This is an optimization exercise on Yosys and OpenROAD, whose aim is small area and a short achievable clock period, not a production implementation. Function was not checked in any run shown here: the RTL went through the layout flow alone.

==> flow/design.v, too long to show whole: its modules and the start of the top module <==
// module movavg: 1032 lines
module movavg(
    input logic clk,
    input logic reset,
    input logic [63:0] din,
    output logic [63:0] dout
);
  // ...
==> flow/flow/run.sh <==
#!/bin/bash
set -euo pipefail
export BUFFER_PORTS_ARGS="-buffer_cell sky130_fd_sc_hd__buf_2"
bash standard.sh > standard_make.log 2>&1
==> flow/standard.sh <==
#!/bin/bash
# synth_recipe.tcl (not shown) runs the flow's synth.tcl, then flattens the netlist and writes it again
# the make line also repeats each setting of config.mk as NAME=value (left out here)
make -C /OpenROAD-flow-scripts/flow DESIGN_CONFIG=/design/flow/config.mk WORK_HOME=/design/flow/orfs CLKGATE_MAP_FILE= SYNTH_SCRIPT=/design/flow/synth_recipe.tcl "${@:-finish}"
==> flow/config.mk <==
export PLATFORM = sky130hd
export DESIGN_NAME = movavg
export DESIGN_NICKNAME = movavg
export VERILOG_FILES = /design/flow/design.v
export SDC_FILE = /design/flow/constraint.sdc
export NUM_CORES = 4
export LEC_CHECK = 0
export CAP_MARGIN = 20
export CORE_MARGIN = 2
export CORE_UTILIZATION = 65
export CTS_BUF_LIST = sky130_fd_sc_hd__clkbuf_4 sky130_fd_sc_hd__clkbuf_8
export PLACE_DENSITY = 0.75
export SETUP_SLACK_MARGIN = 1.5
export SLEW_MARGIN = 20
==> flow/constraint.sdc <==
create_clock -name core_clock -period 7.5 [get_ports {clk}]
set_input_delay 1.5000 -clock core_clock [delete_from_list [all_inputs] [get_ports {clk}]]
set_output_delay 1.5000 -clock core_clock [all_outputs]
set_load 0.01 [all_outputs]
==> impl_metrics.tcl, run 1 <==
set metrics [dict create \
    initial_core_util_pct 66.6 \
    synth_area_leaders "dfxtp_1, fa_1, xnor2_1, nor2b_1, ha_1" \
    cts_tree "done" \
    reg2reg_depth 1 \
    slew_headroom_pct 27.8 \
    drv_cap 0 \
    crit_path_cell_trace "buf_2, maj3_1, ha_4, a21oi_4, o21ai_2, a221oi_4, a211oi_4, buf_4, o21ai_4, nand2_4, a21boi_4, inv_2, fa_2, xor2_1, buf_2" \
    nFlopsAndLatches 192 \
    tns_ns 0 \
    finalCritPeriodShare_pct 79.7 \
    wl_met2_um 10200 \
    cp-end-kind "output pin" \
    die_y_um 137 \
    synth_compound_area_share_pct 8.25 \
    peakVddDrop_uv 144 \
    synth_ff_type "dfxtp_1" \
    seqPwrFrac_pct 35.5 \
    r2r_slack_ns 6.87 \
    clkSinkCount 192 \
    synth_top_family_by_area "adder cells" \
    synth_most_common_cell "dfxtp_1" \
    synthSimpleGateAreaFrac_pct 15.1 \
    htreeDepth 4 \
    grt_overflow 0 \
    slowest_delay_ns 0.39 \
    cts_buffers 17 \
    p_int_mw 1.98 \
    mostFrequentLayoutCells "dfxtp_1, nor2b_1, xnor2_1, buf_2, fa_1" \
    startpoint "din[10]" \
    endpoint "dout[49]" \
    async_reset_ff_share_pct 0 \
    syn2layout_area_growth_pct 14.3 \
    cp.arrival_ns 4.48 \
    avgSynthCellArea_um2 10.6 \
    cts_buffer_depth 2 \
    hold_buffers 0 \
    outcome "timing/DRC/antenna clean" \
    drive_gt1_share_pct 25.8 \
]
==> run 2, diff against run 1 <==
--- a/flow/design.v
+++ b/flow/design.v
@@ -4,8 +4,8 @@
     input logic [63:0] din,
     output logic [63:0] dout
 );
-   logic [63:0] t1, t2, t3;
-   logic [63:0] s1, c1, x1, s2, c2;
+   logic [63:0] t1, t2, r, r_next;
+   logic [63:0] cs_s, cs_c;
    logic ao_w1;
    logic ao_w2;
    logic ao_w3;
@@ -509,139 +509,637 @@
    logic ao_w501;
    logic ao_w502;
    logic ao_w503;
-   assign s1 = t1 ^ t2 ^ t3;
-   assign c1 = {(t1[62:0] & t2[62:0]) | (t3[62:0] & (t1[62:0] | t2[62:0])), 1'b0};
-   assign x1 = s1 ^ c1;
-   assign s2 = din ^ x1;
-   assign c2 = {x1[62:0] & din[62:0] | ~x1[62:0] & s1[62:0], 1'b0};
-   assign ao_w1 = s2[0] & c2[0];
-   assign ao_w2 = s2[1] & c2[1];
-   assign ao_w3 = s2[2] & c2[2];
-   assign ao_w4 = s2[3] & c2[3];
-   assign ao_w5 = s2[4] & c2[4];
-   assign ao_w6 = s2[5] & c2[5];
-   assign ao_w7 = s2[6] & c2[6];
-   assign ao_w8 = s2[7] & c2[7];
-   assign ao_w9 = s2[8] & c2[8];
-   assign ao_w10 = s2[9] & c2[9];
-   assign ao_w11 = s2[10] & c2[10];
-   assign ao_w12 = s2[11] & c2[11];
-   assign ao_w13 = s2[12] & c2[12];
-   assign ao_w14 = s2[13] & c2[13];
-   assign ao_w15 = s2[14] & c2[14];
-   assign ao_w16 = s2[15] & c2[15];
-   assign ao_w17 = s2[16] & c2[16];
-   assign ao_w18 = s2[17] & c2[17];
-   assign ao_w19 = s2[18] & c2[18];
-   assign ao_w20 = s2[19] & c2[19];
-   assign ao_w21 = s2[20] & c2[20];
-   assign ao_w22 = s2[21] & c2[21];
-   assign ao_w23 = s2[22] & c2[22];
-   assign ao_w24 = s2[23] & c2[23];
-   assign ao_w25 = s2[24] & c2[24];
-   assign ao_w26 = s2[25] & c2[25];
-   assign ao_w27 = s2[26] & c2[26];
-   assign ao_w28 = s2[27] & c2[27];
-   assign ao_w29 = s2[28] & c2[28];
-   assign ao_w30 = s2[29] & c2[29];
-   assign ao_w31 = s2[30] & c2[30];
-   assign ao_w32 = s2[31] & c2[31];
-   assign ao_w33 = s2[32] & c2[32];
-   assign ao_w34 = s2[33] & c2[33];
-   assign ao_w35 = s2[34] & c2[34];
-   assign ao_w36 = s2[35] & c2[35];
-   assign ao_w37 = s2[36] & c2[36];
-   assign ao_w38 = s2[37] & c2[37];
-   assign ao_w39 = s2[38] & c2[38];
-   assign ao_w40 = s2[39] & c2[39];
-   assign ao_w41 = s2[40] & c2[40];
-   assign ao_w42 = s2[41] & c2[41];
-   assign ao_w43 = s2[42] & c2[42];
-   assign ao_w44 = s2[43] & c2[43];
-   assign ao_w45 = s2[44] & c2[44];
-   assign ao_w46 = s2[45] & c2[45];
-   assign ao_w47 = s2[46] & c2[46];
-   assign ao_w48 = s2[47] & c2[47];
-   assign ao_w49 = s2[48] & c2[48];
-   assign ao_w50 = s2[49] & c2[49];
-   assign ao_w51 = s2[50] & c2[50];
-   assign ao_w52 = s2[51] & c2[51];
-   assign ao_w53 = s2[52] & c2[52];
-   assign ao_w54 = s2[53] & c2[53];
-   assign ao_w55 = s2[54] & c2[54];
-   assign ao_w56 = s2[55] & c2[55];
-   assign ao_w57 = s2[56] & c2[56];
-   assign ao_w58 = s2[57] & c2[57];
-   assign ao_w59 = s2[58] & c2[58];
-   assign ao_w60 = s2[59] & c2[59];
-   assign ao_w61 = s2[60] & c2[60];
-   assign ao_w62 = s2[61] & c2[61];
-   assign ao_w63 = s2[62] & c2[62];
-   assign ao_w64 = s2[63] & c2[63];
-   assign ao_w65 = s2[0] ^ c2[0];
-   assign ao_w66 = s2[1] ^ c2[1];
-   assign ao_w67 = s2[2] ^ c2[2];
-   assign ao_w68 = s2[3] ^ c2[3];
-   assign ao_w69 = s2[4] ^ c2[4];
-   assign ao_w70 = s2[5] ^ c2[5];
-   assign ao_w71 = s2[6] ^ c2[6];
-   assign ao_w72 = s2[7] ^ c2[7];
-   assign ao_w73 = s2[8] ^ c2[8];
-   assign ao_w74 = s2[9] ^ c2[9];
-   assign ao_w75 = s2[10] ^ c2[10];
-   assign ao_w76 = s2[11] ^ c2[11];
-   assign ao_w77 = s2[12] ^ c2[12];
-   assign ao_w78 = s2[13] ^ c2[13];
-   assign ao_w79 = s2[14] ^ c2[14];
-   assign ao_w80 = s2[15] ^ c2[15];
-   assign ao_w81 = s2[16] ^ c2[16];
-   assign ao_w82 = s2[17] ^ c2[17];
-   assign ao_w83 = s2[18] ^ c2[18];
-   assign ao_w84 = s2[19] ^ c2[19];
-   assign ao_w85 = s2[20] ^ c2[20];
-   assign ao_w86 = s2[21] ^ c2[21];
-   assign ao_w87 = s2[22] ^ c2[22];
-   assign ao_w88 = s2[23] ^ c2[23];
-   assign ao_w89 = s2[24] ^ c2[24];
-   assign ao_w90 = s2[25] ^ c2[25];
-   assign ao_w91 = s2[26] ^ c2[26];
-   assign ao_w92 = s2[27] ^ c2[27];
-   assign ao_w93 = s2[28] ^ c2[28];
-   assign ao_w94 = s2[29] ^ c2[29];
-   assign ao_w95 = s2[30] ^ c2[30];
-   assign ao_w96 = s2[31] ^ c2[31];
-   assign ao_w97 = s2[32] ^ c2[32];
-   assign ao_w98 = s2[33] ^ c2[33];
-   assign ao_w99 = s2[34] ^ c2[34];
-   assign ao_w100 = s2[35] ^ c2[35];
-   assign ao_w101 = s2[36] ^ c2[36];
-   assign ao_w102 = s2[37] ^ c2[37];
-   assign ao_w103 = s2[38] ^ c2[38];
-   assign ao_w104 = s2[39] ^ c2[39];
-   assign ao_w105 = s2[40] ^ c2[40];
-   assign ao_w106 = s2[41] ^ c2[41];
-   assign ao_w107 = s2[42] ^ c2[42];
-   assign ao_w108 = s2[43] ^ c2[43];
-   assign ao_w109 = s2[44] ^ c2[44];
-   assign ao_w110 = s2[45] ^ c2[45];
-   assign ao_w111 = s2[46] ^ c2[46];
-   assign ao_w112 = s2[47] ^ c2[47];
-   assign ao_w113 = s2[48] ^ c2[48];
-   assign ao_w114 = s2[49] ^ c2[49];
-   assign ao_w115 = s2[50] ^ c2[50];
-   assign ao_w116 = s2[51] ^ c2[51];
-   assign ao_w117 = s2[52] ^ c2[52];
-   assign ao_w118 = s2[53] ^ c2[53];
-   assign ao_w119 = s2[54] ^ c2[54];
-   assign ao_w120 = s2[55] ^ c2[55];
-   assign ao_w121 = s2[56] ^ c2[56];
-   assign ao_w122 = s2[57] ^ c2[57];
-   assign ao_w123 = s2[58] ^ c2[58];
-   assign ao_w124 = s2[59] ^ c2[59];
-   assign ao_w125 = s2[60] ^ c2[60];
-   assign ao_w126 = s2[61] ^ c2[61];
-   assign ao_w127 = s2[62] ^ c2[62];
-   assign ao_w128 = s2[63] ^ c2[63];
+   logic ar_w1;
+   logic ar_w2;
+   logic ar_w3;
+   logic ar_w4;
+   logic ar_w5;
+   logic ar_w6;
+   logic ar_w7;
+   logic ar_w8;
+   logic ar_w9;
+   logic ar_w10;
+   logic ar_w11;
+   logic ar_w12;
+   logic ar_w13;
+   logic ar_w14;
+   logic ar_w15;
+   logic ar_w16;
+   logic ar_w17;
+   logic ar_w18;
+   logic ar_w19;
+   logic ar_w20;
+   logic ar_w21;
+   logic ar_w22;
+   logic ar_w23;
+   logic ar_w24;
+   logic ar_w25;
+   logic ar_w26;
+   logic ar_w27;
+   logic ar_w28;
+   logic ar_w29;
+   logic ar_w30;
+   logic ar_w31;
+   logic ar_w32;
+   logic ar_w33;
+   logic ar_w34;
+   logic ar_w35;
+   logic ar_w36;
+   logic ar_w37;
+   logic ar_w38;
+   logic ar_w39;
+   logic ar_w40;
+   logic ar_w41;
+   logic ar_w42;
+   logic ar_w43;
+   logic ar_w44;
+   logic ar_w45;
+   logic ar_w46;
+   logic ar_w47;
+   logic ar_w48;
+   logic ar_w49;
+   logic ar_w50;
+   logic ar_w51;
+   logic ar_w52;
+   logic ar_w53;
+   logic ar_w54;
+   logic ar_w55;
+   logic ar_w56;
+   logic ar_w57;
+   logic ar_w58;
+   logic ar_w59;
+   logic ar_w60;
+   logic ar_w61;
+   logic ar_w62;
+   logic ar_w63;
+   logic ar_w64;
+   logic ar_w65;
+   logic ar_w66;
+   logic ar_w67;
+   logic ar_w68;
+   logic ar_w69;
+   logic ar_w70;
+   logic ar_w71;
+   logic ar_w72;
+   logic ar_w73;
+   logic ar_w74;
+   logic ar_w75;
+   logic ar_w76;
+   logic ar_w77;
+   logic ar_w78;
+   logic ar_w79;
+   logic ar_w80;
+   logic ar_w81;
+   logic ar_w82;
+   logic ar_w83;
+   logic ar_w84;
+   logic ar_w85;
+   logic ar_w86;
+   logic ar_w87;
+   logic ar_w88;
+   logic ar_w89;
+   logic ar_w90;
+   logic ar_w91;
+   logic ar_w92;
+   logic ar_w93;
+   logic ar_w94;
+   logic ar_w95;
+   logic ar_w96;
+   logic ar_w97;
+   logic ar_w98;
+   logic ar_w99;
+   logic ar_w100;
+   logic ar_w101;
+   logic ar_w102;
+   logic ar_w103;
+   logic ar_w104;
+   logic ar_w105;
+   logic ar_w106;
+   logic ar_w107;
+   logic ar_w108;
+   logic ar_w109;
+   logic ar_w110;
+   logic ar_w111;
+   logic ar_w112;
+   logic ar_w113;
+   logic ar_w114;
+   logic ar_w115;
+   logic ar_w116;
+   logic ar_w117;
+   logic ar_w118;
+   logic ar_w119;
+   logic ar_w120;
+   logic ar_w121;
+   logic ar_w122;
+   logic ar_w123;
+   logic ar_w124;
+   logic ar_w125;
+   logic ar_w126;
+   logic ar_w127;
+   logic ar_w128;
+   logic ar_w129;
+   logic ar_w130;
+   logic ar_w131;
+   logic ar_w132;
+   logic ar_w133;
+   logic ar_w134;
+   logic ar_w135;
+   logic ar_w136;
+   logic ar_w137;
+   logic ar_w138;
+   logic ar_w139;
+   logic ar_w140;
+   logic ar_w141;
+   logic ar_w142;
+   logic ar_w143;
+   logic ar_w144;
+   logic ar_w145;
+   logic ar_w146;
+   logic ar_w147;
+   logic ar_w148;
+   logic ar_w149;
+   logic ar_w150;
+   logic ar_w151;
+   logic ar_w152;
+   logic ar_w153;
+   logic ar_w154;
+   logic ar_w155;
+   logic ar_w156;
+   logic ar_w157;
+   logic ar_w158;
+   logic ar_w159;
+   logic ar_w160;
+   logic ar_w161;
+   logic ar_w162;
+   logic ar_w163;
+   logic ar_w164;
+   logic ar_w165;
+   logic ar_w166;
+   logic ar_w167;
+   logic ar_w168;
+   logic ar_w169;
+   logic ar_w170;
+   logic ar_w171;
+   logic ar_w172;
+   logic ar_w173;
+   logic ar_w174;
+   logic ar_w175;
+   logic ar_w176;
+   logic ar_w177;
+   logic ar_w178;
+   logic ar_w179;
+   logic ar_w180;
+   logic ar_w181;
+   logic ar_w182;
+   logic ar_w183;
+   logic ar_w184;
+   logic ar_w185;
+   logic ar_w186;
+   logic ar_w187;
+   logic ar_w188;
+   logic ar_w189;
+   logic ar_w190;
+   logic ar_w191;
+   logic ar_w192;
+   logic ar_w193;
+   logic ar_w194;
+   logic ar_w195;
+   logic ar_w196;
+   logic ar_w197;
+   logic ar_w198;
+   logic ar_w199;
+   logic ar_w200;
+   logic ar_w201;
+   logic ar_w202;
+   logic ar_w203;
+   logic ar_w204;
+   logic ar_w205;
+   logic ar_w206;
+   logic ar_w207;
+   logic ar_w208;
+   logic ar_w209;
+   logic ar_w210;
+   logic ar_w211;
+   logic ar_w212;
+   logic ar_w213;
+   logic ar_w214;
+   logic ar_w215;
+   logic ar_w216;
+   logic ar_w217;
+   logic ar_w218;
+   logic ar_w219;
+   logic ar_w220;
+   logic ar_w221;
+   logic ar_w222;
+   logic ar_w223;
+   logic ar_w224;
+   logic ar_w225;
+   logic ar_w226;
+   logic ar_w227;
+   logic ar_w228;
+   logic ar_w229;
+   logic ar_w230;
+   logic ar_w231;
+   logic ar_w232;
+   logic ar_w233;
+   logic ar_w234;
+   logic ar_w235;
+   logic ar_w236;
+   logic ar_w237;
+   logic ar_w238;
+   logic ar_w239;
+   logic ar_w240;
+   logic ar_w241;
+   logic ar_w242;
+   logic ar_w243;
+   logic ar_w244;
+   logic ar_w245;
+   logic ar_w246;
+   logic ar_w247;
+   logic ar_w248;
+   logic ar_w249;
+   logic ar_w250;
+   logic ar_w251;
+   logic ar_w252;
+   logic ar_w253;
+   logic ar_w254;
+   logic ar_w255;
+   logic ar_w256;
+   logic ar_w257;
+   logic ar_w258;
+   logic ar_w259;
+   logic ar_w260;
+   logic ar_w261;
+   logic ar_w262;
+   logic ar_w263;
+   logic ar_w264;
+   logic ar_w265;
+   logic ar_w266;
+   logic ar_w267;
+   logic ar_w268;
+   logic ar_w269;
+   logic ar_w270;
+   logic ar_w271;
+   logic ar_w272;
+   logic ar_w273;
+   logic ar_w274;
+   logic ar_w275;
+   logic ar_w276;
+   logic ar_w277;
+   logic ar_w278;
+   logic ar_w279;
+   logic ar_w280;
+   logic ar_w281;
+   logic ar_w282;
+   logic ar_w283;
+   logic ar_w284;
+   logic ar_w285;
+   logic ar_w286;
+   logic ar_w287;
+   logic ar_w288;
+   logic ar_w289;
+   logic ar_w290;
+   logic ar_w291;
+   logic ar_w292;
+   logic ar_w293;
+   logic ar_w294;
+   logic ar_w295;
+   logic ar_w296;
+   logic ar_w297;
+   logic ar_w298;
+   logic ar_w299;
+   logic ar_w300;
+   logic ar_w301;
+   logic ar_w302;
+   logic ar_w303;
+   logic ar_w304;
+   logic ar_w305;
+   logic ar_w306;
+   logic ar_w307;
+   logic ar_w308;
+   logic ar_w309;
+   logic ar_w310;
+   logic ar_w311;
+   logic ar_w312;
+   logic ar_w313;
+   logic ar_w314;
+   logic ar_w315;
+   logic ar_w316;
+   logic ar_w317;
+   logic ar_w318;
+   logic ar_w319;
+   logic ar_w320;
+   logic ar_w321;
+   logic ar_w322;
+   logic ar_w323;
+   logic ar_w324;
+   logic ar_w325;
+   logic ar_w326;
+   logic ar_w327;
+   logic ar_w328;
+   logic ar_w329;
+   logic ar_w330;
+   logic ar_w331;
+   logic ar_w332;
+   logic ar_w333;
+   logic ar_w334;
+   logic ar_w335;
+   logic ar_w336;
+   logic ar_w337;
+   logic ar_w338;
+   logic ar_w339;
+   logic ar_w340;
+   logic ar_w341;
+   logic ar_w342;
+   logic ar_w343;
+   logic ar_w344;
+   logic ar_w345;
+   logic ar_w346;
+   logic ar_w347;
+   logic ar_w348;
+   logic ar_w349;
+   logic ar_w350;
+   logic ar_w351;
+   logic ar_w352;
+   logic ar_w353;
+   logic ar_w354;
+   logic ar_w355;
+   logic ar_w356;
+   logic ar_w357;
+   logic ar_w358;
+   logic ar_w359;
+   logic ar_w360;
+   logic ar_w361;
+   logic ar_w362;
+   logic ar_w363;
+   logic ar_w364;
+   logic ar_w365;
+   logic ar_w366;
+   logic ar_w367;
+   logic ar_w368;
+   logic ar_w369;
+   logic ar_w370;
+   logic ar_w371;
+   logic ar_w372;
+   logic ar_w373;
+   logic ar_w374;
+   logic ar_w375;
+   logic ar_w376;
+   logic ar_w377;
+   logic ar_w378;
+   logic ar_w379;
+   logic ar_w380;
+   logic ar_w381;
+   logic ar_w382;
+   logic ar_w383;
+   logic ar_w384;
+   logic ar_w385;
+   logic ar_w386;
+   logic ar_w387;
+   logic ar_w388;
+   logic ar_w389;
+   logic ar_w390;
+   logic ar_w391;
+   logic ar_w392;
+   logic ar_w393;
+   logic ar_w394;
+   logic ar_w395;
+   logic ar_w396;
+   logic ar_w397;
+   logic ar_w398;
+   logic ar_w399;
+   logic ar_w400;
+   logic ar_w401;
+   logic ar_w402;
+   logic ar_w403;
+   logic ar_w404;
+   logic ar_w405;
+   logic ar_w406;
+   logic ar_w407;
+   logic ar_w408;
+   logic ar_w409;
+   logic ar_w410;
+   logic ar_w411;
+   logic ar_w412;
+   logic ar_w413;
+   logic ar_w414;
+   logic ar_w415;
+   logic ar_w416;
+   logic ar_w417;
+   logic ar_w418;
+   logic ar_w419;
+   logic ar_w420;
+   logic ar_w421;
+   logic ar_w422;
+   logic ar_w423;
+   logic ar_w424;
+   logic ar_w425;
+   logic ar_w426;
+   logic ar_w427;
+   logic ar_w428;
+   logic ar_w429;
+   logic ar_w430;
+   logic ar_w431;
+   logic ar_w432;
+   logic ar_w433;
+   logic ar_w434;
+   logic ar_w435;
+   logic ar_w436;
+   logic ar_w437;
+   logic ar_w438;
+   logic ar_w439;
+   logic ar_w440;
+   logic ar_w441;
+   logic ar_w442;
+   logic ar_w443;
+   logic ar_w444;
+   logic ar_w445;
+   logic ar_w446;
+   logic ar_w447;
+   logic ar_w448;
+   logic ar_w449;
+   logic ar_w450;
+   logic ar_w451;
+   logic ar_w452;
+   logic ar_w453;
+   logic ar_w454;
+   logic ar_w455;
+   logic ar_w456;
+   logic ar_w457;
+   logic ar_w458;
+   logic ar_w459;
+   logic ar_w460;
+   logic ar_w461;
+   logic ar_w462;
+   logic ar_w463;
+   logic ar_w464;
+   logic ar_w465;
+   logic ar_w466;
+   logic ar_w467;
+   logic ar_w468;
+   logic ar_w469;
+   logic ar_w470;
+   logic ar_w471;
+   logic ar_w472;
+   logic ar_w473;
+   logic ar_w474;
+   logic ar_w475;
+   logic ar_w476;
+   logic ar_w477;
+   logic ar_w478;
+   logic ar_w479;
+   logic ar_w480;
+   logic ar_w481;
+   logic ar_w482;
+   logic ar_w483;
+   logic ar_w484;
+   logic ar_w485;
+   logic ar_w486;
+   logic ar_w487;
+   logic ar_w488;
+   logic ar_w489;
+   logic ar_w490;
+   logic ar_w491;
+   logic ar_w492;
+   logic ar_w493;
+   logic ar_w494;
+   logic ar_w495;
+   logic ar_w496;
+   logic ar_w497;
+   logic ar_w498;
+   logic ar_w499;
+   logic ar_w500;
+   logic ar_w501;
+   logic ar_w502;
+   logic ar_w503;
+   assign ao_w1 = din[0] & r[0];
+   assign ao_w2 = din[1] & r[1];
+   assign ao_w3 = din[2] & r[2];
+   assign ao_w4 = din[3] & r[3];
+   assign ao_w5 = din[4] & r[4];
+   assign ao_w6 = din[5] & r[5];
+   assign ao_w7 = din[6] & r[6];
+   assign ao_w8 = din[7] & r[7];
+   assign ao_w9 = din[8] & r[8];
+   assign ao_w10 = din[9] & r[9];
+   assign ao_w11 = din[10] & r[10];
+   assign ao_w12 = din[11] & r[11];
+   assign ao_w13 = din[12] & r[12];
+   assign ao_w14 = din[13] & r[13];
+   assign ao_w15 = din[14] & r[14];
+   assign ao_w16 = din[15] & r[15];
+   assign ao_w17 = din[16] & r[16];
+   assign ao_w18 = din[17] & r[17];
+   assign ao_w19 = din[18] & r[18];
+   assign ao_w20 = din[19] & r[19];
+   assign ao_w21 = din[20] & r[20];
+   assign ao_w22 = din[21] & r[21];
+   assign ao_w23 = din[22] & r[22];
+   assign ao_w24 = din[23] & r[23];
+   assign ao_w25 = din[24] & r[24];
+   assign ao_w26 = din[25] & r[25];
+   assign ao_w27 = din[26] & r[26];
+   assign ao_w28 = din[27] & r[27];
+   assign ao_w29 = din[28] & r[28];
+   assign ao_w30 = din[29] & r[29];
+   assign ao_w31 = din[30] & r[30];
+   assign ao_w32 = din[31] & r[31];
+   assign ao_w33 = din[32] & r[32];
+   assign ao_w34 = din[33] & r[33];
+   assign ao_w35 = din[34] & r[34];
+   assign ao_w36 = din[35] & r[35];
+   assign ao_w37 = din[36] & r[36];
+   assign ao_w38 = din[37] & r[37];
+   assign ao_w39 = din[38] & r[38];
+   assign ao_w40 = din[39] & r[39];
+   assign ao_w41 = din[40] & r[40];
+   assign ao_w42 = din[41] & r[41];
+   assign ao_w43 = din[42] & r[42];
+   assign ao_w44 = din[43] & r[43];
+   assign ao_w45 = din[44] & r[44];
+   assign ao_w46 = din[45] & r[45];
+   assign ao_w47 = din[46] & r[46];
+   assign ao_w48 = din[47] & r[47];
+   assign ao_w49 = din[48] & r[48];
+   assign ao_w50 = din[49] & r[49];
+   assign ao_w51 = din[50] & r[50];
+   assign ao_w52 = din[51] & r[51];
+   assign ao_w53 = din[52] & r[52];
+   assign ao_w54 = din[53] & r[53];
+   assign ao_w55 = din[54] & r[54];
+   assign ao_w56 = din[55] & r[55];
+   assign ao_w57 = din[56] & r[56];
+   assign ao_w58 = din[57] & r[57];
+   assign ao_w59 = din[58] & r[58];
+   assign ao_w60 = din[59] & r[59];
+   assign ao_w61 = din[60] & r[60];
+   assign ao_w62 = din[61] & r[61];
+   assign ao_w63 = din[62] & r[62];
+   assign ao_w64 = din[63] & r[63];
+   assign ao_w65 = din[0] ^ r[0];
+   assign ao_w66 = din[1] ^ r[1];
+   assign ao_w67 = din[2] ^ r[2];
+   assign ao_w68 = din[3] ^ r[3];
+   assign ao_w69 = din[4] ^ r[4];
+   assign ao_w70 = din[5] ^ r[5];
+   assign ao_w71 = din[6] ^ r[6];
+   assign ao_w72 = din[7] ^ r[7];
+   assign ao_w73 = din[8] ^ r[8];
+   assign ao_w74 = din[9] ^ r[9];
+   assign ao_w75 = din[10] ^ r[10];
+   assign ao_w76 = din[11] ^ r[11];
+   assign ao_w77 = din[12] ^ r[12];
+   assign ao_w78 = din[13] ^ r[13];
+   assign ao_w79 = din[14] ^ r[14];
+   assign ao_w80 = din[15] ^ r[15];
+   assign ao_w81 = din[16] ^ r[16];
+   assign ao_w82 = din[17] ^ r[17];
+   assign ao_w83 = din[18] ^ r[18];
+   assign ao_w84 = din[19] ^ r[19];
+   assign ao_w85 = din[20] ^ r[20];
+   assign ao_w86 = din[21] ^ r[21];
+   assign ao_w87 = din[22] ^ r[22];
+   assign ao_w88 = din[23] ^ r[23];
+   assign ao_w89 = din[24] ^ r[24];
+   assign ao_w90 = din[25] ^ r[25];
+   assign ao_w91 = din[26] ^ r[26];
+   assign ao_w92 = din[27] ^ r[27];
+   assign ao_w93 = din[28] ^ r[28];
+   assign ao_w94 = din[29] ^ r[29];
+   assign ao_w95 = din[30] ^ r[30];
+   assign ao_w96 = din[31] ^ r[31];
+   assign ao_w97 = din[32] ^ r[32];
+   assign ao_w98 = din[33] ^ r[33];
+   assign ao_w99 = din[34] ^ r[34];
+   assign ao_w100 = din[35] ^ r[35];
+   assign ao_w101 = din[36] ^ r[36];
+   assign ao_w102 = din[37] ^ r[37];
+   assign ao_w103 = din[38] ^ r[38];
+   assign ao_w104 = din[39] ^ r[39];
+   assign ao_w105 = din[40] ^ r[40];
+   assign ao_w106 = din[41] ^ r[41];
+   assign ao_w107 = din[42] ^ r[42];
+   assign ao_w108 = din[43] ^ r[43];
+   assign ao_w109 = din[44] ^ r[44];
+   assign ao_w110 = din[45] ^ r[45];
+   assign ao_w111 = din[46] ^ r[46];
+   assign ao_w112 = din[47] ^ r[47];
+   assign ao_w113 = din[48] ^ r[48];
+   assign ao_w114 = din[49] ^ r[49];
+   assign ao_w115 = din[50] ^ r[50];
+   assign ao_w116 = din[51] ^ r[51];
+   assign ao_w117 = din[52] ^ r[52];
+   assign ao_w118 = din[53] ^ r[53];
+   assign ao_w119 = din[54] ^ r[54];
+   assign ao_w120 = din[55] ^ r[55];
+   assign ao_w121 = din[56] ^ r[56];
+   assign ao_w122 = din[57] ^ r[57];
+   assign ao_w123 = din[58] ^ r[58];
+   assign ao_w124 = din[59] ^ r[59];
+   assign ao_w125 = din[60] ^ r[60];
+   assign ao_w126 = din[61] ^ r[61];
+   assign ao_w127 = din[62] ^ r[62];
+   assign ao_w128 = din[63] ^ r[63];
    assign ao_w129 = ao_w2 | (ao_w66 & ao_w1);
    assign ao_w130 = ao_w66 & ao_w65;
    assign ao_w131 = ao_w4 | (ao_w68 & ao_w3);
@@ -1018,15 +1516,521 @@
    assign ao_w502 = ao_w127 ^ ao_w438;
    assign ao_w503 = ao_w128 ^ ao_w439;
    assign dout = {ao_w503, ao_w502, ao_w501, ao_w500, ao_w499, ao_w498, ao_w497, ao_w496, ao_w495, ao_w494, ao_w493, ao_w492, ao_w491, ao_w490, ao_w489, ao_w488, ao_w487, ao_w486, ao_w485, ao_w484, ao_w483, ao_w482, ao_w481, ao_w480, ao_w479, ao_w478, ao_w477, ao_w476, ao_w475, ao_w474, ao_w473, ao_w472, ao_w471, ao_w470, ao_w469, ao_w468, ao_w467, ao_w466, ao_w465, ao_w464, ao_w463, ao_w462, ao_w461, ao_w460, ao_w459, ao_w458, ao_w457, ao_w456, ao_w455, ao_w454, ao_w453, ao_w452, ao_w451, ao_w450, ao_w449, ao_w448, ao_w447, ao_w446, ao_w445, ao_w444, ao_w443, ao_w442, ao_w441, ao_w65};
+   assign cs_s = din ^ t1 ^ t2;
+   assign cs_c = {(t1[62:0] & t2[62:0]) | (din[62:0] & (t1[62:0] | t2[62:0])), 1'b0};
+   assign ar_w1 = cs_s[0] & cs_c[0];
+   assign ar_w2 = cs_s[1] & cs_c[1];
+   assign ar_w3 = cs_s[2] & cs_c[2];
+   assign ar_w4 = cs_s[3] & cs_c[3];
+   assign ar_w5 = cs_s[4] & cs_c[4];
+   assign ar_w6 = cs_s[5] & cs_c[5];
+   assign ar_w7 = cs_s[6] & cs_c[6];
+   assign ar_w8 = cs_s[7] & cs_c[7];
+   assign ar_w9 = cs_s[8] & cs_c[8];
+   assign ar_w10 = cs_s[9] & cs_c[9];
+   assign ar_w11 = cs_s[10] & cs_c[10];
+   assign ar_w12 = cs_s[11] & cs_c[11];
+   assign ar_w13 = cs_s[12] & cs_c[12];
+   assign ar_w14 = cs_s[13] & cs_c[13];
+   assign ar_w15 = cs_s[14] & cs_c[14];
+   assign ar_w16 = cs_s[15] & cs_c[15];
+   assign ar_w17 = cs_s[16] & cs_c[16];
+   assign ar_w18 = cs_s[17] & cs_c[17];
+   assign ar_w19 = cs_s[18] & cs_c[18];
+   assign ar_w20 = cs_s[19] & cs_c[19];
+   assign ar_w21 = cs_s[20] & cs_c[20];
+   assign ar_w22 = cs_s[21] & cs_c[21];
+   assign ar_w23 = cs_s[22] & cs_c[22];
+   assign ar_w24 = cs_s[23] & cs_c[23];
+   assign ar_w25 = cs_s[24] & cs_c[24];
+   assign ar_w26 = cs_s[25] & cs_c[25];
+   assign ar_w27 = cs_s[26] & cs_c[26];
+   assign ar_w28 = cs_s[27] & cs_c[27];
+   assign ar_w29 = cs_s[28] & cs_c[28];
+   assign ar_w30 = cs_s[29] & cs_c[29];
+   assign ar_w31 = cs_s[30] & cs_c[30];
+   assign ar_w32 = cs_s[31] & cs_c[31];
+   assign ar_w33 = cs_s[32] & cs_c[32];
+   assign ar_w34 = cs_s[33] & cs_c[33];
+   assign ar_w35 = cs_s[34] & cs_c[34];
+   assign ar_w36 = cs_s[35] & cs_c[35];
+   assign ar_w37 = cs_s[36] & cs_c[36];
+   assign ar_w38 = cs_s[37] & cs_c[37];
+   assign ar_w39 = cs_s[38] & cs_c[38];
+   assign ar_w40 = cs_s[39] & cs_c[39];
+   assign ar_w41 = cs_s[40] & cs_c[40];
+   assign ar_w42 = cs_s[41] & cs_c[41];
+   assign ar_w43 = cs_s[42] & cs_c[42];
+   assign ar_w44 = cs_s[43] & cs_c[43];
+   assign ar_w45 = cs_s[44] & cs_c[44];
+   assign ar_w46 = cs_s[45] & cs_c[45];
+   assign ar_w47 = cs_s[46] & cs_c[46];
+   assign ar_w48 = cs_s[47] & cs_c[47];
+   assign ar_w49 = cs_s[48] & cs_c[48];
+   assign ar_w50 = cs_s[49] & cs_c[49];
+   assign ar_w51 = cs_s[50] & cs_c[50];
+   assign ar_w52 = cs_s[51] & cs_c[51];
+   assign ar_w53 = cs_s[52] & cs_c[52];
+   assign ar_w54 = cs_s[53] & cs_c[53];
+   assign ar_w55 = cs_s[54] & cs_c[54];
+   assign ar_w56 = cs_s[55] & cs_c[55];
+   assign ar_w57 = cs_s[56] & cs_c[56];
+   assign ar_w58 = cs_s[57] & cs_c[57];
+   assign ar_w59 = cs_s[58] & cs_c[58];
+   assign ar_w60 = cs_s[59] & cs_c[59];
+   assign ar_w61 = cs_s[60] & cs_c[60];
+   assign ar_w62 = cs_s[61] & cs_c[61];
+   assign ar_w63 = cs_s[62] & cs_c[62];
+   assign ar_w64 = cs_s[63] & cs_c[63];
+   assign ar_w65 = cs_s[0] ^ cs_c[0];
+   assign ar_w66 = cs_s[1] ^ cs_c[1];
+   assign ar_w67 = cs_s[2] ^ cs_c[2];
+   assign ar_w68 = cs_s[3] ^ cs_c[3];
+   assign ar_w69 = cs_s[4] ^ cs_c[4];
+   assign ar_w70 = cs_s[5] ^ cs_c[5];
+   assign ar_w71 = cs_s[6] ^ cs_c[6];
+   assign ar_w72 = cs_s[7] ^ cs_c[7];
+   assign ar_w73 = cs_s[8] ^ cs_c[8];
+   assign ar_w74 = cs_s[9] ^ cs_c[9];
+   assign ar_w75 = cs_s[10] ^ cs_c[10];
+   assign ar_w76 = cs_s[11] ^ cs_c[11];
+   assign ar_w77 = cs_s[12] ^ cs_c[12];
+   assign ar_w78 = cs_s[13] ^ cs_c[13];
+   assign ar_w79 = cs_s[14] ^ cs_c[14];
+   assign ar_w80 = cs_s[15] ^ cs_c[15];
+   assign ar_w81 = cs_s[16] ^ cs_c[16];
+   assign ar_w82 = cs_s[17] ^ cs_c[17];
+   assign ar_w83 = cs_s[18] ^ cs_c[18];
+   assign ar_w84 = cs_s[19] ^ cs_c[19];
+   assign ar_w85 = cs_s[20] ^ cs_c[20];
+   assign ar_w86 = cs_s[21] ^ cs_c[21];
+   assign ar_w87 = cs_s[22] ^ cs_c[22];
+   assign ar_w88 = cs_s[23] ^ cs_c[23];
+   assign ar_w89 = cs_s[24] ^ cs_c[24];
+   assign ar_w90 = cs_s[25] ^ cs_c[25];
+   assign ar_w91 = cs_s[26] ^ cs_c[26];
+   assign ar_w92 = cs_s[27] ^ cs_c[27];
+   assign ar_w93 = cs_s[28] ^ cs_c[28];
+   assign ar_w94 = cs_s[29] ^ cs_c[29];
+   assign ar_w95 = cs_s[30] ^ cs_c[30];
+   assign ar_w96 = cs_s[31] ^ cs_c[31];
+   assign ar_w97 = cs_s[32] ^ cs_c[32];
+   assign ar_w98 = cs_s[33] ^ cs_c[33];
+   assign ar_w99 = cs_s[34] ^ cs_c[34];
+   assign ar_w100 = cs_s[35] ^ cs_c[35];
+   assign ar_w101 = cs_s[36] ^ cs_c[36];
+   assign ar_w102 = cs_s[37] ^ cs_c[37];
+   assign ar_w103 = cs_s[38] ^ cs_c[38];
+   assign ar_w104 = cs_s[39] ^ cs_c[39];
+   assign ar_w105 = cs_s[40] ^ cs_c[40];
+   assign ar_w106 = cs_s[41] ^ cs_c[41];
+   assign ar_w107 = cs_s[42] ^ cs_c[42];
+   assign ar_w108 = cs_s[43] ^ cs_c[43];
+   assign ar_w109 = cs_s[44] ^ cs_c[44];
+   assign ar_w110 = cs_s[45] ^ cs_c[45];
+   assign ar_w111 = cs_s[46] ^ cs_c[46];
+   assign ar_w112 = cs_s[47] ^ cs_c[47];
+   assign ar_w113 = cs_s[48] ^ cs_c[48];
+   assign ar_w114 = cs_s[49] ^ cs_c[49];
+   assign ar_w115 = cs_s[50] ^ cs_c[50];
+   assign ar_w116 = cs_s[51] ^ cs_c[51];
+   assign ar_w117 = cs_s[52] ^ cs_c[52];
+   assign ar_w118 = cs_s[53] ^ cs_c[53];
+   assign ar_w119 = cs_s[54] ^ cs_c[54];
+   assign ar_w120 = cs_s[55] ^ cs_c[55];
+   assign ar_w121 = cs_s[56] ^ cs_c[56];
+   assign ar_w122 = cs_s[57] ^ cs_c[57];
+   assign ar_w123 = cs_s[58] ^ cs_c[58];
+   assign ar_w124 = cs_s[59] ^ cs_c[59];
+   assign ar_w125 = cs_s[60] ^ cs_c[60];
+   assign ar_w126 = cs_s[61] ^ cs_c[61];
+   assign ar_w127 = cs_s[62] ^ cs_c[62];
+   assign ar_w128 = cs_s[63] ^ cs_c[63];
+   assign ar_w129 = ar_w2 | (ar_w66 & ar_w1);
+   assign ar_w130 = ar_w66 & ar_w65;
+   assign ar_w131 = ar_w4 | (ar_w68 & ar_w3);
+   assign ar_w132 = ar_w68 & ar_w67;
+   assign ar_w133 = ar_w6 | (ar_w70 & ar_w5);
+   assign ar_w134 = ar_w70 & ar_w69;
+   assign ar_w135 = ar_w8 | (ar_w72 & ar_w7);
+   assign ar_w136 = ar_w72 & ar_w71;
+   assign ar_w137 = ar_w10 | (ar_w74 & ar_w9);
+   assign ar_w138 = ar_w74 & ar_w73;
+   assign ar_w139 = ar_w12 | (ar_w76 & ar_w11);
+   assign ar_w140 = ar_w76 & ar_w75;
+   assign ar_w141 = ar_w14 | (ar_w78 & ar_w13);
+   assign ar_w142 = ar_w78 & ar_w77;
+   assign ar_w143 = ar_w16 | (ar_w80 & ar_w15);
+   assign ar_w144 = ar_w80 & ar_w79;
+   assign ar_w145 = ar_w3 | (ar_w67 & ar_w129);
+   assign ar_w146 = ar_w67 & ar_w130;
+   assign ar_w147 = ar_w131 | (ar_w132 & ar_w129);
+   assign ar_w148 = ar_w132 & ar_w130;
+   assign ar_w149 = ar_w7 | (ar_w71 & ar_w133);
+   assign ar_w150 = ar_w71 & ar_w134;
+   assign ar_w151 = ar_w135 | (ar_w136 & ar_w133);
+   assign ar_w152 = ar_w136 & ar_w134;
+   assign ar_w153 = ar_w11 | (ar_w75 & ar_w137);
+   assign ar_w154 = ar_w75 & ar_w138;
+   assign ar_w155 = ar_w139 | (ar_w140 & ar_w137);
+   assign ar_w156 = ar_w140 & ar_w138;
+   assign ar_w157 = ar_w15 | (ar_w79 & ar_w141);
+   assign ar_w158 = ar_w79 & ar_w142;
+   assign ar_w159 = ar_w143 | (ar_w144 & ar_w141);
+   assign ar_w160 = ar_w144 & ar_w142;
+   assign ar_w161 = ar_w5 | (ar_w69 & ar_w147);
+   assign ar_w162 = ar_w69 & ar_w148;
+   assign ar_w163 = ar_w133 | (ar_w134 & ar_w147);
+   assign ar_w164 = ar_w134 & ar_w148;
+   assign ar_w165 = ar_w149 | (ar_w150 & ar_w147);
+   assign ar_w166 = ar_w150 & ar_w148;
+   assign ar_w167 = ar_w151 | (ar_w152 & ar_w147);
+   assign ar_w168 = ar_w152 & ar_w148;
+   assign ar_w169 = ar_w13 | (ar_w77 & ar_w155);
+   assign ar_w170 = ar_w77 & ar_w156;
+   assign ar_w171 = ar_w141 | (ar_w142 & ar_w155);
+   assign ar_w172 = ar_w142 & ar_w156;
+   assign ar_w173 = ar_w157 | (ar_w158 & ar_w155);
+   assign ar_w174 = ar_w158 & ar_w156;
+   assign ar_w175 = ar_w159 | (ar_w160 & ar_w155);
+   assign ar_w176 = ar_w160 & ar_w156;
+   assign ar_w177 = ar_w9 | (ar_w73 & ar_w167);
+   assign ar_w178 = ar_w73 & ar_w168;
+   assign ar_w179 = ar_w137 | (ar_w138 & ar_w167);
+   assign ar_w180 = ar_w138 & ar_w168;
+   assign ar_w181 = ar_w153 | (ar_w154 & ar_w167);
+   assign ar_w182 = ar_w154 & ar_w168;
+   assign ar_w183 = ar_w155 | (ar_w156 & ar_w167);
+   assign ar_w184 = ar_w156 & ar_w168;
+   assign ar_w185 = ar_w169 | (ar_w170 & ar_w167);
+   assign ar_w186 = ar_w170 & ar_w168;
+   assign ar_w187 = ar_w171 | (ar_w172 & ar_w167);
+   assign ar_w188 = ar_w172 & ar_w168;
+   assign ar_w189 = ar_w173 | (ar_w174 & ar_w167);
+   assign ar_w190 = ar_w174 & ar_w168;
+   assign ar_w191 = ar_w175 | (ar_w176 & ar_w167);
+   assign ar_w192 = ar_w176 & ar_w168;
+   assign ar_w193 = ar_w18 | (ar_w82 & ar_w17);
+   assign ar_w194 = ar_w82 & ar_w81;
+   assign ar_w195 = ar_w20 | (ar_w84 & ar_w19);
+   assign ar_w196 = ar_w84 & ar_w83;
+   assign ar_w197 = ar_w22 | (ar_w86 & ar_w21);
+   assign ar_w198 = ar_w86 & ar_w85;
+   assign ar_w199 = ar_w24 | (ar_w88 & ar_w23);
+   assign ar_w200 = ar_w88 & ar_w87;
+   assign ar_w201 = ar_w26 | (ar_w90 & ar_w25);
+   assign ar_w202 = ar_w90 & ar_w89;
+   assign ar_w203 = ar_w28 | (ar_w92 & ar_w27);
+   assign ar_w204 = ar_w92 & ar_w91;
+   assign ar_w205 = ar_w30 | (ar_w94 & ar_w29);
+   assign ar_w206 = ar_w94 & ar_w93;
+   assign ar_w207 = ar_w32 | (ar_w96 & ar_w31);
+   assign ar_w208 = ar_w96 & ar_w95;
+   assign ar_w209 = ar_w19 | (ar_w83 & ar_w193);
+   assign ar_w210 = ar_w83 & ar_w194;
+   assign ar_w211 = ar_w195 | (ar_w196 & ar_w193);
+   assign ar_w212 = ar_w196 & ar_w194;
+   assign ar_w213 = ar_w23 | (ar_w87 & ar_w197);
+   assign ar_w214 = ar_w87 & ar_w198;
+   assign ar_w215 = ar_w199 | (ar_w200 & ar_w197);
+   assign ar_w216 = ar_w200 & ar_w198;
+   assign ar_w217 = ar_w27 | (ar_w91 & ar_w201);
+   assign ar_w218 = ar_w91 & ar_w202;
+   assign ar_w219 = ar_w203 | (ar_w204 & ar_w201);
+   assign ar_w220 = ar_w204 & ar_w202;
+   assign ar_w221 = ar_w31 | (ar_w95 & ar_w205);
+   assign ar_w222 = ar_w95 & ar_w206;
+   assign ar_w223 = ar_w207 | (ar_w208 & ar_w205);
+   assign ar_w224 = ar_w208 & ar_w206;
+   assign ar_w225 = ar_w21 | (ar_w85 & ar_w211);
+   assign ar_w226 = ar_w85 & ar_w212;
+   assign ar_w227 = ar_w197 | (ar_w198 & ar_w211);
+   assign ar_w228 = ar_w198 & ar_w212;
+   assign ar_w229 = ar_w213 | (ar_w214 & ar_w211);
+   assign ar_w230 = ar_w214 & ar_w212;
+   assign ar_w231 = ar_w215 | (ar_w216 & ar_w211);
+   assign ar_w232 = ar_w216 & ar_w212;
+   assign ar_w233 = ar_w29 | (ar_w93 & ar_w219);
+   assign ar_w234 = ar_w93 & ar_w220;
+   assign ar_w235 = ar_w205 | (ar_w206 & ar_w219);
+   assign ar_w236 = ar_w206 & ar_w220;
+   assign ar_w237 = ar_w221 | (ar_w222 & ar_w219);
+   assign ar_w238 = ar_w222 & ar_w220;
+   assign ar_w239 = ar_w223 | (ar_w224 & ar_w219);
+   assign ar_w240 = ar_w224 & ar_w220;
+   assign ar_w241 = ar_w25 | (ar_w89 & ar_w231);
+   assign ar_w242 = ar_w89 & ar_w232;
+   assign ar_w243 = ar_w201 | (ar_w202 & ar_w231);
+   assign ar_w244 = ar_w202 & ar_w232;
+   assign ar_w245 = ar_w217 | (ar_w218 & ar_w231);
+   assign ar_w246 = ar_w218 & ar_w232;
+   assign ar_w247 = ar_w219 | (ar_w220 & ar_w231);
+   assign ar_w248 = ar_w220 & ar_w232;
+   assign ar_w249 = ar_w233 | (ar_w234 & ar_w231);
+   assign ar_w250 = ar_w234 & ar_w232;
+   assign ar_w251 = ar_w235 | (ar_w236 & ar_w231);
+   assign ar_w252 = ar_w236 & ar_w232;
+   assign ar_w253 = ar_w237 | (ar_w238 & ar_w231);
+   assign ar_w254 = ar_w238 & ar_w232;
+   assign ar_w255 = ar_w239 | (ar_w240 & ar_w231);
+   assign ar_w256 = ar_w240 & ar_w232;
+   assign ar_w257 = ar_w34 | (ar_w98 & ar_w33);
+   assign ar_w258 = ar_w98 & ar_w97;
+   assign ar_w259 = ar_w36 | (ar_w100 & ar_w35);
+   assign ar_w260 = ar_w100 & ar_w99;
+   assign ar_w261 = ar_w38 | (ar_w102 & ar_w37);
+   assign ar_w262 = ar_w102 & ar_w101;
+   assign ar_w263 = ar_w40 | (ar_w104 & ar_w39);
+   assign ar_w264 = ar_w104 & ar_w103;
+   assign ar_w265 = ar_w42 | (ar_w106 & ar_w41);
+   assign ar_w266 = ar_w106 & ar_w105;
+   assign ar_w267 = ar_w44 | (ar_w108 & ar_w43);
+   assign ar_w268 = ar_w108 & ar_w107;
+   assign ar_w269 = ar_w46 | (ar_w110 & ar_w45);
+   assign ar_w270 = ar_w110 & ar_w109;
+   assign ar_w271 = ar_w48 | (ar_w112 & ar_w47);
+   assign ar_w272 = ar_w112 & ar_w111;
+   assign ar_w273 = ar_w35 | (ar_w99 & ar_w257);
+   assign ar_w274 = ar_w99 & ar_w258;
+   assign ar_w275 = ar_w259 | (ar_w260 & ar_w257);
+   assign ar_w276 = ar_w260 & ar_w258;
+   assign ar_w277 = ar_w39 | (ar_w103 & ar_w261);
+   assign ar_w278 = ar_w103 & ar_w262;
+   assign ar_w279 = ar_w263 | (ar_w264 & ar_w261);
+   assign ar_w280 = ar_w264 & ar_w262;
+   assign ar_w281 = ar_w43 | (ar_w107 & ar_w265);
+   assign ar_w282 = ar_w107 & ar_w266;
+   assign ar_w283 = ar_w267 | (ar_w268 & ar_w265);
+   assign ar_w284 = ar_w268 & ar_w266;
+   assign ar_w285 = ar_w47 | (ar_w111 & ar_w269);
+   assign ar_w286 = ar_w111 & ar_w270;
+   assign ar_w287 = ar_w271 | (ar_w272 & ar_w269);
+   assign ar_w288 = ar_w272 & ar_w270;
+   assign ar_w289 = ar_w37 | (ar_w101 & ar_w275);
+   assign ar_w290 = ar_w101 & ar_w276;
+   assign ar_w291 = ar_w261 | (ar_w262 & ar_w275);
+   assign ar_w292 = ar_w262 & ar_w276;
+   assign ar_w293 = ar_w277 | (ar_w278 & ar_w275);
+   assign ar_w294 = ar_w278 & ar_w276;
+   assign ar_w295 = ar_w279 | (ar_w280 & ar_w275);
+   assign ar_w296 = ar_w280 & ar_w276;
+   assign ar_w297 = ar_w45 | (ar_w109 & ar_w283);
+   assign ar_w298 = ar_w109 & ar_w284;
+   assign ar_w299 = ar_w269 | (ar_w270 & ar_w283);
+   assign ar_w300 = ar_w270 & ar_w284;
+   assign ar_w301 = ar_w285 | (ar_w286 & ar_w283);
+   assign ar_w302 = ar_w286 & ar_w284;
+   assign ar_w303 = ar_w287 | (ar_w288 & ar_w283);
+   assign ar_w304 = ar_w288 & ar_w284;
+   assign ar_w305 = ar_w41 | (ar_w105 & ar_w295);
+   assign ar_w306 = ar_w105 & ar_w296;
+   assign ar_w307 = ar_w265 | (ar_w266 & ar_w295);
+   assign ar_w308 = ar_w266 & ar_w296;
+   assign ar_w309 = ar_w281 | (ar_w282 & ar_w295);
+   assign ar_w310 = ar_w282 & ar_w296;
+   assign ar_w311 = ar_w283 | (ar_w284 & ar_w295);
+   assign ar_w312 = ar_w284 & ar_w296;
+   assign ar_w313 = ar_w297 | (ar_w298 & ar_w295);
+   assign ar_w314 = ar_w298 & ar_w296;
+   assign ar_w315 = ar_w299 | (ar_w300 & ar_w295);
+   assign ar_w316 = ar_w300 & ar_w296;
+   assign ar_w317 = ar_w301 | (ar_w302 & ar_w295);
+   assign ar_w318 = ar_w302 & ar_w296;
+   assign ar_w319 = ar_w303 | (ar_w304 & ar_w295);
+   assign ar_w320 = ar_w304 & ar_w296;
+   assign ar_w321 = ar_w50 | (ar_w114 & ar_w49);
+   assign ar_w322 = ar_w114 & ar_w113;
+   assign ar_w323 = ar_w52 | (ar_w116 & ar_w51);
+   assign ar_w324 = ar_w116 & ar_w115;
+   assign ar_w325 = ar_w54 | (ar_w118 & ar_w53);
+   assign ar_w326 = ar_w118 & ar_w117;
+   assign ar_w327 = ar_w56 | (ar_w120 & ar_w55);
+   assign ar_w328 = ar_w120 & ar_w119;
+   assign ar_w329 = ar_w58 | (ar_w122 & ar_w57);
+   assign ar_w330 = ar_w122 & ar_w121;
+   assign ar_w331 = ar_w60 | (ar_w124 & ar_w59);
+   assign ar_w332 = ar_w124 & ar_w123;
+   assign ar_w333 = ar_w62 | (ar_w126 & ar_w61);
+   assign ar_w334 = ar_w126 & ar_w125;
+   assign ar_w335 = ar_w64 | (ar_w128 & ar_w63);
+   assign ar_w336 = ar_w128 & ar_w127;
+   assign ar_w337 = ar_w51 | (ar_w115 & ar_w321);
+   assign ar_w338 = ar_w115 & ar_w322;
+   assign ar_w339 = ar_w323 | (ar_w324 & ar_w321);
+   assign ar_w340 = ar_w324 & ar_w322;
+   assign ar_w341 = ar_w55 | (ar_w119 & ar_w325);
+   assign ar_w342 = ar_w119 & ar_w326;
+   assign ar_w343 = ar_w327 | (ar_w328 & ar_w325);
+   assign ar_w344 = ar_w328 & ar_w326;
+   assign ar_w345 = ar_w59 | (ar_w123 & ar_w329);
+   assign ar_w346 = ar_w123 & ar_w330;
+   assign ar_w347 = ar_w331 | (ar_w332 & ar_w329);
+   assign ar_w348 = ar_w332 & ar_w330;
+   assign ar_w349 = ar_w63 | (ar_w127 & ar_w333);
+   assign ar_w350 = ar_w127 & ar_w334;
+   assign ar_w351 = ar_w335 | (ar_w336 & ar_w333);
+   assign ar_w352 = ar_w336 & ar_w334;
+   assign ar_w353 = ar_w53 | (ar_w117 & ar_w339);
+   assign ar_w354 = ar_w117 & ar_w340;
+   assign ar_w355 = ar_w325 | (ar_w326 & ar_w339);
+   assign ar_w356 = ar_w326 & ar_w340;
+   assign ar_w357 = ar_w341 | (ar_w342 & ar_w339);
+   assign ar_w358 = ar_w342 & ar_w340;
+   assign ar_w359 = ar_w343 | (ar_w344 & ar_w339);
+   assign ar_w360 = ar_w344 & ar_w340;
+   assign ar_w361 = ar_w61 | (ar_w125 & ar_w347);
+   assign ar_w362 = ar_w125 & ar_w348;
+   assign ar_w363 = ar_w333 | (ar_w334 & ar_w347);
+   assign ar_w364 = ar_w334 & ar_w348;
+   assign ar_w365 = ar_w349 | (ar_w350 & ar_w347);
+   assign ar_w366 = ar_w350 & ar_w348;
+   assign ar_w367 = ar_w351 | (ar_w352 & ar_w347);
+   assign ar_w368 = ar_w352 & ar_w348;
+   assign ar_w369 = ar_w57 | (ar_w121 & ar_w359);
+   assign ar_w370 = ar_w121 & ar_w360;
+   assign ar_w371 = ar_w329 | (ar_w330 & ar_w359);
+   assign ar_w372 = ar_w330 & ar_w360;
+   assign ar_w373 = ar_w345 | (ar_w346 & ar_w359);
+   assign ar_w374 = ar_w346 & ar_w360;
+   assign ar_w375 = ar_w347 | (ar_w348 & ar_w359);
+   assign ar_w376 = ar_w348 & ar_w360;
+   assign ar_w377 = ar_w361 | (ar_w362 & ar_w359);
+   assign ar_w378 = ar_w362 & ar_w360;
+   assign ar_w379 = ar_w363 | (ar_w364 & ar_w359);
+   assign ar_w380 = ar_w364 & ar_w360;
+   assign ar_w381 = ar_w365 | (ar_w366 & ar_w359);
+   assign ar_w382 = ar_w366 & ar_w360;
+   assign ar_w383 = ar_w367 | (ar_w368 & ar_w359);
+   assign ar_w384 = ar_w368 & ar_w360;
+   assign ar_w385 = ar_w255 | (ar_w256 & ar_w191);
+   assign ar_w386 = ar_w256 & ar_w192;
+   assign ar_w387 = ar_w383 | (ar_w384 & ar_w319);
+   assign ar_w388 = ar_w384 & ar_w320;
+   assign ar_w389 = ar_w319 | (ar_w320 & ar_w385);
+   assign ar_w390 = ar_w320 & ar_w386;
+   assign ar_w391 = ar_w387 | (ar_w388 & ar_w385);
+   assign ar_w392 = ar_w388 & ar_w386;
+   assign ar_w393 = ar_w17 | (ar_w81 & ar_w191);
+   assign ar_w394 = ar_w193 | (ar_w194 & ar_w191);
+   assign ar_w395 = ar_w209 | (ar_w210 & ar_w191);
+   assign ar_w396 = ar_w211 | (ar_w212 & ar_w191);
+   assign ar_w397 = ar_w225 | (ar_w226 & ar_w191);
+   assign ar_w398 = ar_w227 | (ar_w228 & ar_w191);
+   assign ar_w399 = ar_w229 | (ar_w230 & ar_w191);
+   assign ar_w400 = ar_w231 | (ar_w232 & ar_w191);
+   assign ar_w401 = ar_w241 | (ar_w242 & ar_w191);
+   assign ar_w402 = ar_w243 | (ar_w244 & ar_w191);
+   assign ar_w403 = ar_w245 | (ar_w246 & ar_w191);
+   assign ar_w404 = ar_w247 | (ar_w248 & ar_w191);
+   assign ar_w405 = ar_w249 | (ar_w250 & ar_w191);
+   assign ar_w406 = ar_w251 | (ar_w252 & ar_w191);
+   assign ar_w407 = ar_w253 | (ar_w254 & ar_w191);
+   assign ar_w408 = ar_w255 | (ar_w256 & ar_w191);
+   assign ar_w409 = ar_w33 | (ar_w97 & ar_w385);
+   assign ar_w410 = ar_w257 | (ar_w258 & ar_w385);
+   assign ar_w411 = ar_w273 | (ar_w274 & ar_w385);
+   assign ar_w412 = ar_w275 | (ar_w276 & ar_w385);
+   assign ar_w413 = ar_w289 | (ar_w290 & ar_w385);
+   assign ar_w414 = ar_w291 | (ar_w292 & ar_w385);
+   assign ar_w415 = ar_w293 | (ar_w294 & ar_w385);
+   assign ar_w416 = ar_w295 | (ar_w296 & ar_w385);
+   assign ar_w417 = ar_w305 | (ar_w306 & ar_w385);
+   assign ar_w418 = ar_w307 | (ar_w308 & ar_w385);
+   assign ar_w419 = ar_w309 | (ar_w310 & ar_w385);
+   assign ar_w420 = ar_w311 | (ar_w312 & ar_w385);
+   assign ar_w421 = ar_w313 | (ar_w314 & ar_w385);
+   assign ar_w422 = ar_w315 | (ar_w316 & ar_w385);
+   assign ar_w423 = ar_w317 | (ar_w318 & ar_w385);
+   assign ar_w424 = ar_w319 | (ar_w320 & ar_w385);
+   assign ar_w425 = ar_w49 | (ar_w113 & ar_w389);
+   assign ar_w426 = ar_w321 | (ar_w322 & ar_w389);
+   assign ar_w427 = ar_w337 | (ar_w338 & ar_w389);
+   assign ar_w428 = ar_w339 | (ar_w340 & ar_w389);
+   assign ar_w429 = ar_w353 | (ar_w354 & ar_w389);
+   assign ar_w430 = ar_w355 | (ar_w356 & ar_w389);
+   assign ar_w431 = ar_w357 | (ar_w358 & ar_w389);
+   assign ar_w432 = ar_w359 | (ar_w360 & ar_w389);
+   assign ar_w433 = ar_w369 | (ar_w370 & ar_w389);
+   assign ar_w434 = ar_w371 | (ar_w372 & ar_w389);
+   assign ar_w435 = ar_w373 | (ar_w374 & ar_w389);
+   assign ar_w436 = ar_w375 | (ar_w376 & ar_w389);
+   assign ar_w437 = ar_w377 | (ar_w378 & ar_w389);
+   assign ar_w438 = ar_w379 | (ar_w380 & ar_w389);
+   assign ar_w439 = ar_w381 | (ar_w382 & ar_w389);
+   assign ar_w440 = ar_w383 | (ar_w384 & ar_w389);
+   assign ar_w441 = ar_w66 ^ ar_w1;
+   assign ar_w442 = ar_w67 ^ ar_w129;
+   assign ar_w443 = ar_w68 ^ ar_w145;
+   assign ar_w444 = ar_w69 ^ ar_w147;
+   assign ar_w445 = ar_w70 ^ ar_w161;
+   assign ar_w446 = ar_w71 ^ ar_w163;
+   assign ar_w447 = ar_w72 ^ ar_w165;
+   assign ar_w448 = ar_w73 ^ ar_w167;
+   assign ar_w449 = ar_w74 ^ ar_w177;
+   assign ar_w450 = ar_w75 ^ ar_w179;
+   assign ar_w451 = ar_w76 ^ ar_w181;
+   assign ar_w452 = ar_w77 ^ ar_w183;
+   assign ar_w453 = ar_w78 ^ ar_w185;
+   assign ar_w454 = ar_w79 ^ ar_w187;
+   assign ar_w455 = ar_w80 ^ ar_w189;
+   assign ar_w456 = ar_w81 ^ ar_w191;
+   assign ar_w457 = ar_w82 ^ ar_w393;
+   assign ar_w458 = ar_w83 ^ ar_w394;
+   assign ar_w459 = ar_w84 ^ ar_w395;
+   assign ar_w460 = ar_w85 ^ ar_w396;
+   assign ar_w461 = ar_w86 ^ ar_w397;
+   assign ar_w462 = ar_w87 ^ ar_w398;
+   assign ar_w463 = ar_w88 ^ ar_w399;
+   assign ar_w464 = ar_w89 ^ ar_w400;
+   assign ar_w465 = ar_w90 ^ ar_w401;
+   assign ar_w466 = ar_w91 ^ ar_w402;
+   assign ar_w467 = ar_w92 ^ ar_w403;
+   assign ar_w468 = ar_w93 ^ ar_w404;
+   assign ar_w469 = ar_w94 ^ ar_w405;
+   assign ar_w470 = ar_w95 ^ ar_w406;
+   assign ar_w471 = ar_w96 ^ ar_w407;
+   assign ar_w472 = ar_w97 ^ ar_w408;
+   assign ar_w473 = ar_w98 ^ ar_w409;
+   assign ar_w474 = ar_w99 ^ ar_w410;
+   assign ar_w475 = ar_w100 ^ ar_w411;
+   assign ar_w476 = ar_w101 ^ ar_w412;
+   assign ar_w477 = ar_w102 ^ ar_w413;
+   assign ar_w478 = ar_w103 ^ ar_w414;
+   assign ar_w479 = ar_w104 ^ ar_w415;
+   assign ar_w480 = ar_w105 ^ ar_w416;
+   assign ar_w481 = ar_w106 ^ ar_w417;
+   assign ar_w482 = ar_w107 ^ ar_w418;
+   assign ar_w483 = ar_w108 ^ ar_w419;
+   assign ar_w484 = ar_w109 ^ ar_w420;
+   assign ar_w485 = ar_w110 ^ ar_w421;
+   assign ar_w486 = ar_w111 ^ ar_w422;
+   assign ar_w487 = ar_w112 ^ ar_w423;
+   assign ar_w488 = ar_w113 ^ ar_w424;
+   assign ar_w489 = ar_w114 ^ ar_w425;
+   assign ar_w490 = ar_w115 ^ ar_w426;
+   assign ar_w491 = ar_w116 ^ ar_w427;
+   assign ar_w492 = ar_w117 ^ ar_w428;
+   assign ar_w493 = ar_w118 ^ ar_w429;
+   assign ar_w494 = ar_w119 ^ ar_w430;
+   assign ar_w495 = ar_w120 ^ ar_w431;
+   assign ar_w496 = ar_w121 ^ ar_w432;
+   assign ar_w497 = ar_w122 ^ ar_w433;
+   assign ar_w498 = ar_w123 ^ ar_w434;
+   assign ar_w499 = ar_w124 ^ ar_w435;
+   assign ar_w500 = ar_w125 ^ ar_w436;
+   assign ar_w501 = ar_w126 ^ ar_w437;
+   assign ar_w502 = ar_w127 ^ ar_w438;
+   assign ar_w503 = ar_w128 ^ ar_w439;
+   assign r_next = {ar_w503, ar_w502, ar_w501, ar_w500, ar_w499, ar_w498, ar_w497, ar_w496, ar_w495, ar_w494, ar_w493, ar_w492, ar_w491, ar_w490, ar_w489, ar_w488, ar_w487, ar_w486, ar_w485, ar_w484, ar_w483, ar_w482, ar_w481, ar_w480, ar_w479, ar_w478, ar_w477, ar_w476, ar_w475, ar_w474, ar_w473, ar_w472, ar_w471, ar_w470, ar_w469, ar_w468, ar_w467, ar_w466, ar_w465, ar_w464, ar_w463, ar_w462, ar_w461, ar_w460, ar_w459, ar_w458, ar_w457, ar_w456, ar_w455, ar_w454, ar_w453, ar_w452, ar_w451, ar_w450, ar_w449, ar_w448, ar_w447, ar_w446, ar_w445, ar_w444, ar_w443, ar_w442, ar_w441, ar_w65};
    always_ff @(posedge clk) begin
       if (reset) begin
          t1 <= 64'h0;
          t2 <= 64'h0;
-         t3 <= 64'h0;
+         r  <= 64'h0;
       end else begin
          t1 <= din;
          t2 <= t1;
-         t3 <= t2;
+         r  <= r_next;
       end
    end
 endmodule
==> impl_metrics.tcl, run 2 <==
set metrics [dict create \
    outcome "timing/DRC/antenna clean" \
    hold_viol_final 0 \
    drive_gt1_share_pct 16.0 \
    cts_buffer_depth 2 \
    cp.arrival_ns 4.48 \
    fin_ws_ns 1.52 \
    postRouteAntennaNets 0 \
    clkLatencyLatePin_ns 0.46 \
    rsz0062_at_grt "yes" \
    core_um2 18100 \
    nNetsFinal 1589 \
    vias_per_cell 5.37 \
    cts_tree "done" \
    placement.io_buffers 129 \
    clkSinkCount 192 \
    final_common_cell "dfxtp_1" \
    grt_overflow 0 \
    worst_slew_pin_slew_ns 0.906 \
    fin_crit_ns 5.98 \
    die_area_um2 19700 \
    path_max_fanout 4 \
    async_reset_ff_share_pct 0 \
    fmax_mhz 167 \
    r2r_start "t1[13]" \
    r2r_slack_ns 3.56 \
    rows 49 \
    p_leak_nw 6.12 \
    fp.dieW_um 140 \
    antenna_found_initial 0 \
    cts_buffers 17 \
    peakVddDrop_uv 164 \
    slew_violations 0 \
    synth_cell_types 68 \
    crit_path_cell_trace "buf_2, ha_4, or4_4, o2111ai_2, a21oi_2, a41o_1, a32o_2, buf_4, o21a_1, o21ai_2, a21boi_2, or4_1, nand3_2, buf_2" \
    syn2layout_area_growth_pct 7.99 \
    clkTransAtPathRegs_ns 0.09 \
    drv_cap 0 \
    synth_common_cells "dfxtp_1, ha_1, nor2b_1, nor2_1, inv_1" \
    cp-start-kind "input port" \
    num_vias 8402 \
    finalCritPeriodShare_pct 79.8 \
    tns_ns 0 \
    min_path_cells 2 \
    top_regs "r: 64 flops, t1: 64 flops, t2: 64 flops" \
    die_y_um 140 \
    hp-start "t1[11]" \
    cp-end-kind "output pin" \
    synth_ff_type "dfxtp_1" \
    grt_start_max_net_pins 121 \
    slew_headroom_pct 39.6 \
    yosysWarnings 1 \
    synth_most_common_cell "dfxtp_1" \
    cp_common_cell "buf_2" \
    dp_hpwl_um 17200 \
    track_usage_pct 23.4 \
    cp_top_family "compound AO/OA/AOI/OAI gates" \
    critPathRequiredTime_ns 6.00 \
    reg2reg_depth 12 \
    mappedNetlistArea_um2 12100 \
    post-place-ws_ns 1.28 \
    slowest_delay_ns 0.51 \
    dpl_cell_area_um2 12500 \
    firstDrtPassIters 5 \
    skew_ns 0.0197 \
    initial_core_util_pct 66.8 \
    synth_area_leaders "dfxtp_1, ha_1, fa_1, nor2b_1, xnor2_1" \
    htreeDepth 4 \
    hold_buffers 0 \
    mostFrequentLayoutCells "dfxtp_1, buf_2, ha_1, nor2b_1, nor2_1" \
    avgSynthCellArea_um2 9.64 \
    wire_per_inst_um 14.1 \
]
[run 2: cell types whose count changed after synthesis, moves of 8 or more]
cell / delta
inv_1: +66
xnor2_1: -85
nor2b_1: -75
ha_1: +61
nand2_1: +10
a21oi_1: +37
a21o_1: +24
nand4_1: +10
maj3_1: -59
nor2_1: +83
o21bai_1: +8
o21ai_0: +12
[run 2: worst register-to-register path: stages, from the launching register on]
cell and delay (ns):
dfxtp_1 0.34, fa_1 0.49, ha_1 0.39, a21o_1 0.24
a21o_1 0.19, a221oi_2 0.47, a211oi_1 0.16, nor2_1 0.25
o21bai_1 0.20, a21oi_2 0.32, o21bai_1 0.19, o31ai_1 0.27
mux2_1 0.36
[run 2: worst max path at each step]
stage,startpoint,end,slack [ns]
2_1_floorplan,din[5],dout[47],1.90
3_3_place_gp,din[0],dout[58],1.36
3_5_place_dp,din[0],dout[58],1.28
4_1_cts,din[11],dout[38],1.49
5_1_grt,din[5],dout[38],1.44
6_report,din[5],dout[38],1.52
[run 2: cell families after synthesis]
kind of cell / share of synthesized area, %
AOI/OAI and AO/OA: 11.8
xor gates and xnor gates: 6.96
adders and majority gates: 25.4
buffers and inverters: 7.80
DFF: 31.8
muxes: 0.435
and+or+nand+nor: 15.8
[run 2: final cells by class]
type | instances | area [um2]
fill | 1394 | 5030
sequential | 192 | 3840
timing repair buffer | 137 | 722
clock buffer | 19 | 255
multi-input combinational | 875 | 7420
tap | 229 | 287
clock inverter | 12 | 149
inverter | 100 | 375
[run 2: report_power, final]
part           internal [mW]  total, mW  switching, mW
Clock                  0.317      0.701          0.383
Combinational          0.605       1.33          0.720
Sequential              1.12       1.17         0.0447
[run 2: metrics by stage]
step | hold WS (ns) | std cells
floorplan | 0.448 | 1254
global route | 0.496 | 1564
CTS | 0.474 | 1560
finish | 0.471 | 1564
detailed placement | 0.461 | 1526
global placement | 0.453 | 1526
[run 2: routing by layer]
| layer | global-route usage [%] | part of all wire, % | routed length [um] |
|---|---|---|---|
| met1 | 32.4 | 49 | 10900 |
| met2 | 38.9 | 47 | 10400 |
| met3 | 3.93 | 3.3 | 732 |
| met4 | 4.84 | 0.77 | 171 |
| met5 | 0 | 0 | 0 |
[run 2: what timing repair did]
item | CTS | global route
buffers inserted | 3 | 4
resized for setup | 9 | 24
pin swaps | 4 | 14
setup endpoints to repair | 18 | 22

## port drivers added, routing unchanged
How much do the figures lean on ideal ports? The routed layouts below were timed once more, with nothing changed but the port constraints. Step 1 sets driving cells, clkbuf_16 on the clock port and buf_2 on the other inputs (assumed; they add their load-dependent delay and slew). Step 2 also shifts input and output timing later by t, the mid clock arrival at the registers, as if the neighbouring blocks saw the same clock. a / b / c = ideal ports / drivers / drivers and shift; a / b = the first two.
run | shift t [ns] | setup slack, ns
run 1 | 0.514 | 1.520 / 1.496 / 1.496
run 2 | 0.495 | 1.518 / 1.496 / 1.496
After both steps setup and hold are still met in every run listed.
